From an optimization exercise on the open Yosys and OpenROAD flow, aimed at small area; shortcuts taken in it are not production practice.
The RTL was checked by simulation tests, not by an equivalence proof against the original design.

==> inputs of 05-23 <==
==> flow/design.v <==
`default_nettype none
module calculator (input CLOCK_50,
                   input RESET,
                   input KEYPRESSED,
                   input [3:0] KEYCODE,
                   input [3:0] KEY,
                   output [0:6] HEX0, HEX1, HEX2, HEX3, HEX4, HEX5, HEX6, HEX7
                   );
	wire clk = CLOCK_50;
	wire rst = RESET;
	localparam S_START = 3'd0, S_OPA = 3'd1, S_OPAN = 3'd2, S_OPRND = 3'd3,
	           S_OPB = 3'd4, S_OPBN = 3'd5, S_RES = 3'd6;
	localparam P_IDLE = 2'd0, P_COMP = 2'd1, P_FIX = 2'd2, P_EMIT = 2'd3;
	reg        kp_l;
	reg [3:0]  key_l;
	reg [2:0]  state;
	reg [31:0] X;
	reg [12:0] Y;
	reg [15:0] R;
	reg [3:0]  K;
	reg [12:0] mem;
	reg [1:0]  op;
	reg [1:0]  ph;
	reg [2:0]  cnt;
	reg        neg, adj;
	wire ks   = KEYPRESSED & ~kp_l;
	wire [3:0] pb = key_l & ~KEY;
	wire dig  = ks & (KEYCODE < 4'd10);
	wire rin  = ks & (KEYCODE == 4'd10);
	wire exin = ks & (KEYCODE == 4'd11);
	wire opin = ks & (KEYCODE > 4'd11);
	wire sub  = ks & (KEYCODE == 4'd14);
	wire bk = pb[0], ms = pb[1], mr = pb[2], mc = pb[3];
	always @(posedge clk) begin
		kp_l  <= rst ? 1'b0 : KEYPRESSED;
		key_l <= rst ? 4'hF : KEY;
	end
	reg [2:0] nstate;
	always @(*) begin
		nstate = state;
		case (state)
			S_START: begin
				if (sub) nstate = S_OPAN;
				if (dig | mr) nstate = S_OPA;
			end
			S_OPA: begin
				if (opin) nstate = S_OPRND;
				if (rin) nstate = S_START;
			end
			S_OPAN: begin
				if (sub | bk) nstate = S_START;
				if (dig | mr) nstate = S_OPA;
				if (rin) nstate = S_START;
			end
			S_OPRND: begin
				if (sub) nstate = S_OPBN;
				if (dig) nstate = S_OPB;
				if (rin) nstate = S_START;
			end
			S_OPB: begin
				if (exin) nstate = S_RES;
				if (rin) nstate = S_START;
			end
			S_OPBN: begin
				if (sub | bk) nstate = S_OPRND;
				if (dig | mr) nstate = S_OPB;
				if (rin) nstate = S_START;
			end
			S_RES: begin
				if (rin) nstate = S_START;
			end
			default: ;
		endcase
	end
	always @(posedge clk)
		state <= rst ? S_START : nstate;
	wire st_start = state == S_START;
	wire st_opa   = state == S_OPA;
	wire st_opan  = state == S_OPAN;
	wire st_oprnd = state == S_OPRND;
	wire st_opb   = state == S_OPB;
	wire st_opbn  = state == S_OPBN;
	wire st_res   = state == S_RES;
	wire x_mem   = mr & (st_start | st_opa | st_opan | st_opb | st_opbn);
	wire x_bksp  = ((st_opa | st_opb) & bk) | ((st_opan | st_opbn) & (sub | bk));
	wire x_load  = (st_start & (sub | dig) & ~mr) | ((st_opa | st_opb | st_opan | st_opbn) & dig)
	             | (st_oprnd & (sub | dig));
	wire x_clear = st_start & ~mr & ~sub & ~dig;
	wire load_op = st_opa & opin;
	wire execute = st_opb & exin;
	function [3:0] cln;         
		input [3:0] d;
		cln = (d[3] & d[2]) ? 4'd0 : d;
	endfunction
	function [3:0] n9;          
		input [3:0] d;
		n9 = 4'd9 - d;
	endfunction
	function [4:0] bcdadd;      
		input [3:0] a, b;
		input c;
		reg [4:0] s;
		begin
			s = a + b + c;
			if (s > 5'd9) bcdadd = {1'b1, s[3:0] + 4'd6};
			else          bcdadd = {1'b0, s[3:0]};
		end
	endfunction
	function [3:0] inc10;
		input [3:0] d;
		inc10 = (d == 4'd9) ? 4'd0 : d + 4'd1;
	endfunction
	wire [3:0] L0 = Y[3:0], L1 = Y[7:4], L2 = Y[11:8];
	wire [11:0] M = {cln(X[11:8]), cln(X[7:4]), cln(X[3:0])};
	wire sa = Y[12] | (L2 == 4'hE) | (L1 == 4'hE) | (L0 == 4'hE);
	wire sb = (X[15:12] == 4'hE) | (X[11:8] == 4'hE) | (X[7:4] == 4'hE) | (X[3:0] == 4'hE);
	wire bzero = (M == 12'd0);
	wire [1:0] eop = execute ? (op[1] ? {1'b1, op[0] & ~bzero} : {1'b0, sa ^ sb ^ op[0]}) : op;
	wire comp  = execute | (ph == P_COMP);
	wire fix   = (ph == P_FIX);
	wire mulm  = (eop == 2'b10);
	wire divm  = (eop == 2'b11);
	wire effsub = ~eop[1] & eop[0];
	wire subm = fix | divm | effsub;
	wire cin  = ~fix & (divm | effsub);
	wire [15:0] Mop = subm ? {4'd9, n9(M[11:8]), n9(M[7:4]), n9(M[3:0])} : {4'd0, M};
	wire [4:0] a0 = bcdadd(R[3:0],   Mop[3:0],   cin);
	wire [4:0] a1 = bcdadd(R[7:4],   Mop[7:4],   a0[4]);
	wire [4:0] a2 = bcdadd(R[11:8],  Mop[11:8],  a1[4]);
	wire [4:0] a3 = bcdadd(R[15:12], Mop[15:12], a2[4]);
	wire [15:0] sum = {a3[3:0], a2[3:0], a1[3:0], a0[3:0]};
	wire cout = a3[4];
	wire [11:0] Yinc = {(L0 == 4'd9 && L1 == 4'd9) ? L2 + 4'd1 : L2,
	                    (L0 == 4'd9) ? inc10(L1) : L1,
	                    inc10(L0)};
	wire emph = (ph == P_EMIT);
	wire seen = ~X[3] | (~X[2] & ~X[1]);
	wire c0 = (cnt == 3'd0), c3 = (cnt == 3'd3), c6 = (cnt == 3'd6);
	wire Knz = (K != 4'd0);
	wire rnz = (R[11:0] != 12'd0);
	wire mul_add = comp & mulm & Knz & ~c0;
	wire div_add = comp & divm & cout;
	wire rot_c   = comp & ~mul_add & ~div_add & ~c3;
	wire fin     = comp & ~mul_add & ~div_add & c3;
	wire fin_adj = fin & divm & adj & rnz;
	wire fin_as  = fin & ~eop[1];
	wire as_neg  = fin_as & effsub & ~cout;
	wire divop = (op == 2'b11);
	wire rr    = emph & divop & c3;                       
	wire [3:0] t = (adj & (cnt[2] | c3)) ? n9(L2) : L2;
	wire tz    = (t == 4'd0);
	wire last  = (divop & (cnt == 3'd2)) | c6;
	wire ehold = emph & neg & ~seen & ~tz & ~rr;    
	wire erot  = emph & ~ehold;
	wire emitd = seen | ~tz | last;
	wire emit  = ehold | (erot & (rr | emitd));
	wire [3:0] ch = ehold ? 4'hE : rr ? 4'hA : t;
	wire [3:0] wb = emitd ? t : 4'hF;
	wire rot   = rot_c | erot;
	wire sumR  = mul_add | div_add | fin_adj | fin_as | fix;
	wire incY  = (mul_add & cout) | div_add | fin_adj;
	wire [3:0] r0src = comp ? (mulm ? 4'd0 : cln(L2)) : (cnt[2] | c3) ? 4'd0 : wb;
	always @(posedge clk) begin
		R <= ({16{sumR}} & sum) | ({16{rot}} & {R[11:0], r0src}) | ({16{~sumR & ~rot}} & R);
		if (rot_c)        K <= cln(L2);
		else if (mul_add) K <= K - 4'd1;
		if (rst)                      ph <= P_EMIT;    
		else if (execute)             ph <= P_COMP;
		else if (fin_adj | as_neg)    ph <= P_FIX;
		else if (fin | fix)           ph <= P_EMIT;
		else if (erot & c6)           ph <= P_IDLE;
		if (rst | fin | (erot & c6))  cnt <= 3'd0;
		else if (rot)                 cnt <= cnt + 3'd1;
		if (rst)                      neg <= 1'b0;
		else if (execute)             neg <= op[1] ? (sa ^ sb) : sa;
		else if (as_neg)              neg <= ~neg;
		else if (ehold | rr)          neg <= 1'b0;
		if (execute)                  adj <= divm & sa;
		else if (fin & divm)          adj <= adj & rnz;
		else if (as_neg)              adj <= 1'b1;
		else if (erot & c6)           adj <= 1'b0;
		if (load_op)                  op <= ~KEYCODE[1:0];
		else if (execute)             op <= eop;
	end
	wire ldm  = x_mem & ~execute;
	wire shr  = x_bksp & ~x_mem & ~execute;
	wire shl  = x_load & ~x_mem & ~x_bksp;
	wire clrX = rst | x_clear | load_op | fin;
	wire x2e  = (X[11:8] == 4'hE);
	wire shlo = shl | emit;                         
	wire sh3  = (shl & x2e) | emit;                 
	wire hold_lo = ~ldm & ~shr & ~shlo;
	wire hold_3  = ~ldm & ~shr & ~sh3;
	wire [3:0] ins = emit ? ch : KEYCODE;
	wire [15:0] xpre =
		  ({16{ldm}} & {3'b111, ~mem[12], mem[11:0]})
		| ({16{shr}} & {4'hF, X[15:4]})
		| ({{4{sh3}}, {12{shlo}}} & {X[11:0], ins})
		| ({{4{hold_3}}, {12{hold_lo}}} & X[15:0]);
	always @(posedge clk) begin
		if (clrX) X <= 32'hFFFFFFFF;
		else begin
			if (emit) X[31:16] <= X[27:12];
			X[15:0] <= xpre;
		end
		if (load_op)    Y <= {~xpre[12], xpre[11:0]};
		else if (incY)  Y[11:0] <= Yinc;
		else if (rot)   Y[11:0] <= {Y[7:0], R[15:12]};
		if (rst | mc) mem <= 13'h0FF0;
		else if (ms)  mem <= memd;
	end
	wire mres = st_res & ~divop;
	wire mdiv = st_res & divop;
	wire [11:0] mx = {X[11:9], X[8] | (mres & X[11] & X[10] & X[9]),
	                  X[7:5],  X[4] | (mres & X[7] & X[6] & X[5]),
	                  X[3:1],  X[0] | (mres & X[3] & X[2] & X[1])};
	wire [12:0] memd = {~X[12] & ~st_res, ({12{mdiv}} & Y[11:0]) | ({12{~mdiv}} & mx)};
	function [0:6] seg;
		input [3:0] s;
		begin
			seg[0] = (s[2] & ~s[1] & ~s[0]) | (s[3] & s[1]) | (~s[3] & ~s[2] & ~s[1] & s[0]);
			seg[1] = (s[2] & ~s[1] & s[0]) | (s[2] & s[1] & ~s[0]) | (s[3] & s[1]);
			seg[2] = (~s[2] & s[1] & ~s[0]) | (s[3] & s[1]);
			seg[3] = (~s[2] & ~s[1] & s[0]) | (s[2] & ~s[1] & ~s[0]) | (s[2] & s[1] & s[0]) | (s[3] & s[1]);
			seg[4] = s[0] | (s[2] & ~s[1]) | (s[3] & s[2]);
			seg[5] = (s[1] & s[0]) | (~s[2] & s[1]) | (s[3] & s[1]) | (~s[3] & ~s[2] & s[0]);
			seg[6] = (s[2] & s[1] & s[0]) | (~s[3] & ~s[2] & ~s[1]);
		end
	endfunction
	assign HEX0 = seg(X[3:0]);
	assign HEX1 = seg(X[7:4]);
	assign HEX2 = seg(X[11:8]);
	assign HEX3 = seg(X[15:12]);
	assign HEX4 = seg(X[19:16]);
	assign HEX5 = seg(X[23:20]);
	assign HEX6 = seg(X[27:24]);
	assign HEX7 = seg(X[31:28]);
endmodule
==> flow/flow/run.sh <==
#!/bin/bash
# The standard layout (standard.sh), with two changes:
#  - synthesis maps the logic with an area-oriented ABC script (flow/abc_area.script)
#    instead of ORFS's; everything else in synthesis is unchanged, so the registers are
#    the standard synthesis's;
#  - the ports are buffered with the smallest buffer cell (buf_1).
set -euo pipefail
here=$(pwd)
rm -rf "$here/orfs_scripts"
cp -r "$FLOW_HOME/scripts" "$here/orfs_scripts"
cp "$here/flow/abc_area.script" "$here/orfs_scripts/abc_area.script"
export SCRIPTS_DIR="$here/orfs_scripts"
export BUFFER_PORTS_ARGS="-buffer_cell sky130_fd_sc_hd__buf_1"
bash standard.sh > "$here/standard_flow.log" 2>&1
==> flow/flow/abc_area.script <==
strash
dch -f
amap
&get -n
&deepsyn -T 60
&put
dch -f
amap
topo
==> flow/standard.sh <==
#!/bin/bash
# synth_recipe.tcl (not shown) runs the flow's synth.tcl, then flattens the netlist and writes it again
# the make line also repeats each setting of config.mk as NAME=value (left out here)
make -C /OpenROAD-flow-scripts/flow DESIGN_CONFIG=/design/flow/config.mk WORK_HOME=/design/flow/orfs CLKGATE_MAP_FILE= SYNTH_SCRIPT=/design/flow/synth_recipe.tcl "${@:-finish}"
==> flow/config.mk <==
export PLATFORM = sky130hd
export DESIGN_NAME = calculator
export DESIGN_NICKNAME = calculator
export VERILOG_FILES = /design/flow/design.v
export SDC_FILE = /design/flow/constraint.sdc
export NUM_CORES = 4
export LEC_CHECK = 0
export ABC_AREA = 1
export CAP_MARGIN = 20
export CORE_MARGIN = 2
export CORE_UTILIZATION = 40
export CTS_BUF_LIST = sky130_fd_sc_hd__clkbuf_8
export SLEW_MARGIN = 20
==> flow/constraint.sdc <==
create_clock -name core_clock -period 50.0 [get_ports {CLOCK_50}]
set_input_delay 10.0000 -clock core_clock [delete_from_list [all_inputs] [get_ports {CLOCK_50}]]
set_output_delay 10.0000 -clock core_clock [all_outputs]
set_load 0.01 [all_outputs]
==> 11-17: changes against 05-23 <==
--- a/flow/design.v
+++ b/flow/design.v
@@ -23,5 +23,5 @@
 	reg [1:0]  ph;
 	reg [2:0]  cnt;
-	reg        neg, adj;
+	reg        seen, neg, adj;
 	wire ks   = KEYPRESSED & ~kp_l;
 	wire [3:0] pb = key_l & ~KEY;
@@ -135,5 +135,4 @@
 	                    inc10(L0)};
 	wire emph = (ph == P_EMIT);
-	wire seen = ~X[3] | (~X[2] & ~X[1]);
 	wire c0 = (cnt == 3'd0), c3 = (cnt == 3'd3), c6 = (cnt == 3'd6);
 	wire Knz = (K != 4'd0);
@@ -172,4 +171,6 @@
 		if (rst | fin | (erot & c6))  cnt <= 3'd0;
 		else if (rot)                 cnt <= cnt + 3'd1;
+		if (fin | rr)                 seen <= 1'b0;
+		else if (erot)                seen <= seen | emitd;
 		if (rst)                      neg <= 1'b0;
 		else if (execute)             neg <= op[1] ? (sa ^ sb) : sa;
@@ -208,12 +209,9 @@
 		else if (rot)   Y[11:0] <= {Y[7:0], R[15:12]};
 		if (rst | mc) mem <= 13'h0FF0;
-		else if (ms)  mem <= memd;
-	end
-	wire mres = st_res & ~divop;
-	wire mdiv = st_res & divop;
-	wire [11:0] mx = {X[11:9], X[8] | (mres & X[11] & X[10] & X[9]),
-	                  X[7:5],  X[4] | (mres & X[7] & X[6] & X[5]),
-	                  X[3:1],  X[0] | (mres & X[3] & X[2] & X[1])};
-	wire [12:0] memd = {~X[12] & ~st_res, ({12{mdiv}} & Y[11:0]) | ({12{~mdiv}} & mx)};
+		else if (ms)  mem <= st_res ? {1'b0, divop ? Y[11:0] : fixE} : {~X[12], X[11:0]};
+	end
+	wire [11:0] fixE = {X[11:9], X[8] | (X[11] & X[10] & X[9]),
+	                    X[7:5],  X[4] | (X[7] & X[6] & X[5]),
+	                    X[3:1],  X[0] | (X[3] & X[2] & X[1])};
 	function [0:6] seg;
 		input [3:0] s;
==> flow/run.sh (new file) <==
#!/bin/bash
# synth_recipe.tcl (not shown) runs the flow's synth.tcl, then flattens the netlist and writes it again
# the make line also repeats each setting of config.mk as NAME=value (left out here)
make -C /OpenROAD-flow-scripts/flow DESIGN_CONFIG=/design/flow/config.mk WORK_HOME=/design/flow/orfs CLKGATE_MAP_FILE= SYNTH_SCRIPT=/design/flow/synth_recipe.tcl finish
- CTS_BUF_LIST: sky130_fd_sc_hd__clkbuf_8 -> not set
removed: flow/flow/run.sh
removed: flow/flow/abc_area.script
removed: flow/standard.sh
==> 01-08: changes against 05-23 <==
--- a/flow/design.v
+++ b/flow/design.v
@@ -18,5 +18,4 @@
 	reg [12:0] Y;
 	reg [15:0] R;
-	reg [3:0]  K;
 	reg [12:0] mem;
 	reg [1:0]  op;
@@ -33,6 +32,6 @@
 	wire bk = pb[0], ms = pb[1], mr = pb[2], mc = pb[3];
 	always @(posedge clk) begin
-		kp_l  <= rst ? 1'b0 : KEYPRESSED;
-		key_l <= rst ? 4'hF : KEY;
+		kp_l  <= KEYPRESSED;
+		key_l <= KEY;
 	end
 	reg [2:0] nstate;
@@ -137,4 +136,5 @@
 	wire seen = ~X[3] | (~X[2] & ~X[1]);
 	wire c0 = (cnt == 3'd0), c3 = (cnt == 3'd3), c6 = (cnt == 3'd6);
+	wire [3:0] K = X[31:28];                        
 	wire Knz = (K != 4'd0);
 	wire rnz = (R[11:0] != 12'd0);
@@ -163,6 +163,4 @@
 	always @(posedge clk) begin
 		R <= ({16{sumR}} & sum) | ({16{rot}} & {R[11:0], r0src}) | ({16{~sumR & ~rot}} & R);
-		if (rot_c)        K <= cln(L2);
-		else if (mul_add) K <= K - 4'd1;
 		if (rst)                      ph <= P_EMIT;    
 		else if (execute)             ph <= P_COMP;
@@ -201,5 +199,7 @@
 		if (clrX) X <= 32'hFFFFFFFF;
 		else begin
-			if (emit) X[31:16] <= X[27:12];
+			if (emit)         X[31:16] <= X[27:12];
+			else if (rot_c)   X[31:28] <= cln(L2);
+			else if (mul_add) X[31:28] <= K - 4'd1;
 			X[15:0] <= xpre;
 		end
==> flow/flow/run.sh (replaced) <==
#!/bin/bash
# The standard layout (standard.sh), with these changes:
#  - synthesis maps the logic with an area-oriented ABC script (flow/abc_area.script)
#    instead of ORFS's; everything else in synthesis is unchanged, so the registers are
#    the standard synthesis's;
#  - synthesis leaves adders to ABC instead of mapping them to half/full adder cells
#    first (ADDER_MAP_FILE empty);
#  - the ports are buffered with the smallest buffer cell (buf_1);
#  - clock tree synthesis adds no dummy loads.
set -euo pipefail
here=$(pwd)
rm -rf "$here/orfs_scripts"
cp -r "$FLOW_HOME/scripts" "$here/orfs_scripts"
cp "$here/flow/abc_area.script" "$here/orfs_scripts/abc_area.script"
export SCRIPTS_DIR="$here/orfs_scripts"
export ADDER_MAP_FILE=
export BUFFER_PORTS_ARGS="-buffer_cell sky130_fd_sc_hd__buf_1"
export CTS_ARGS="-sink_clustering_enable -repair_clock_nets -buf_list sky130_fd_sc_hd__clkbuf_8 -dont_use_dummy_load"
bash standard.sh > "$here/standard_flow.log" 2>&1
==> flow/flow/abc_area.script (replaced) <==
strash
dch -f
amap
&get -n
&deepsyn -I 4 -T 40
&put
dch -f
amap
topo
==> PnR_summary.wiki <==
{| class="wikitable"
! Metric !! Value
|-
| Dominant combinational cell family by area after synthesis || simple AND/OR/NAND/NOR gates
|-
| Multi-input combinational cell area || 0.00453 mm²
|-
| Clock latency of the later-clocked register in the worst-skew pair || 0.36 ns
|-
| Result of the run || no timing/DRC/antenna violations
|-
| Gate count of the mapped netlist || 1097
|}
-- figures above: 11-17

==> PnR_summary.wiki <==
{| class="wikitable"
! Metric !! Value
|-
| Result of the run || no timing/DRC/antenna violations
|-
| Multi-input combinational cell area || 0.00336 mm²
|-
| Gate count of the mapped netlist || 822
|-
| Post-route setup slack || 29.94 ns
|-
| Clock latency of the later-clocked register in the worst-skew pair || 0.39 ns
|-
| Unrepaired setup endpoints after global routing || no
|}
-- figures above: 01-08

==> PnR_summary.wiki <==
{| class="wikitable"
! Metric !! Value
|-
| CTS clk-pin slew, worst paths || 0.10 ns
|-
| Result of the run || no timing/DRC/antenna violations
|-
| Multi-input combinational cell area || 0.00367 mm²
|-
| Dominant combinational cell family by area after synthesis || compound AO/OA/AOI/OAI gates
|-
| Post-Layout Cell Count || 1133
|-
| Gate count of the mapped netlist || 838
|}
-- figures above: 05-23

## re-timing with driven ports
Ports are ideal in the flow. The routed layouts listed here were re-timed in OpenROAD.
Step 1 assumes that a clkbuf_16 drives the clock port and a buf_2 every other input.
Step 2 times the ports against the registers' clock, not the clock port: input delays grow and output delays shrink by t, the midpoint of the rising clock arrivals with the driver on.
a / b / c = ideal ports / drivers / drivers and shift; a / b = the first two.
run	t, ns	setup slack, ns	pins driven straight from the clock port
05-23	0.423	28.230 / 28.240 / 27.817	1
11-17	0.403	31.296 / 31.317 / 30.914	1
01-08	0.410	29.936 / 29.956 / 29.546	1
After both steps every run listed still meets setup and hold. For 05-23, which loses most, drivers alone change the setup slack by +0.010 ns; drivers and shift together by -0.413 ns.
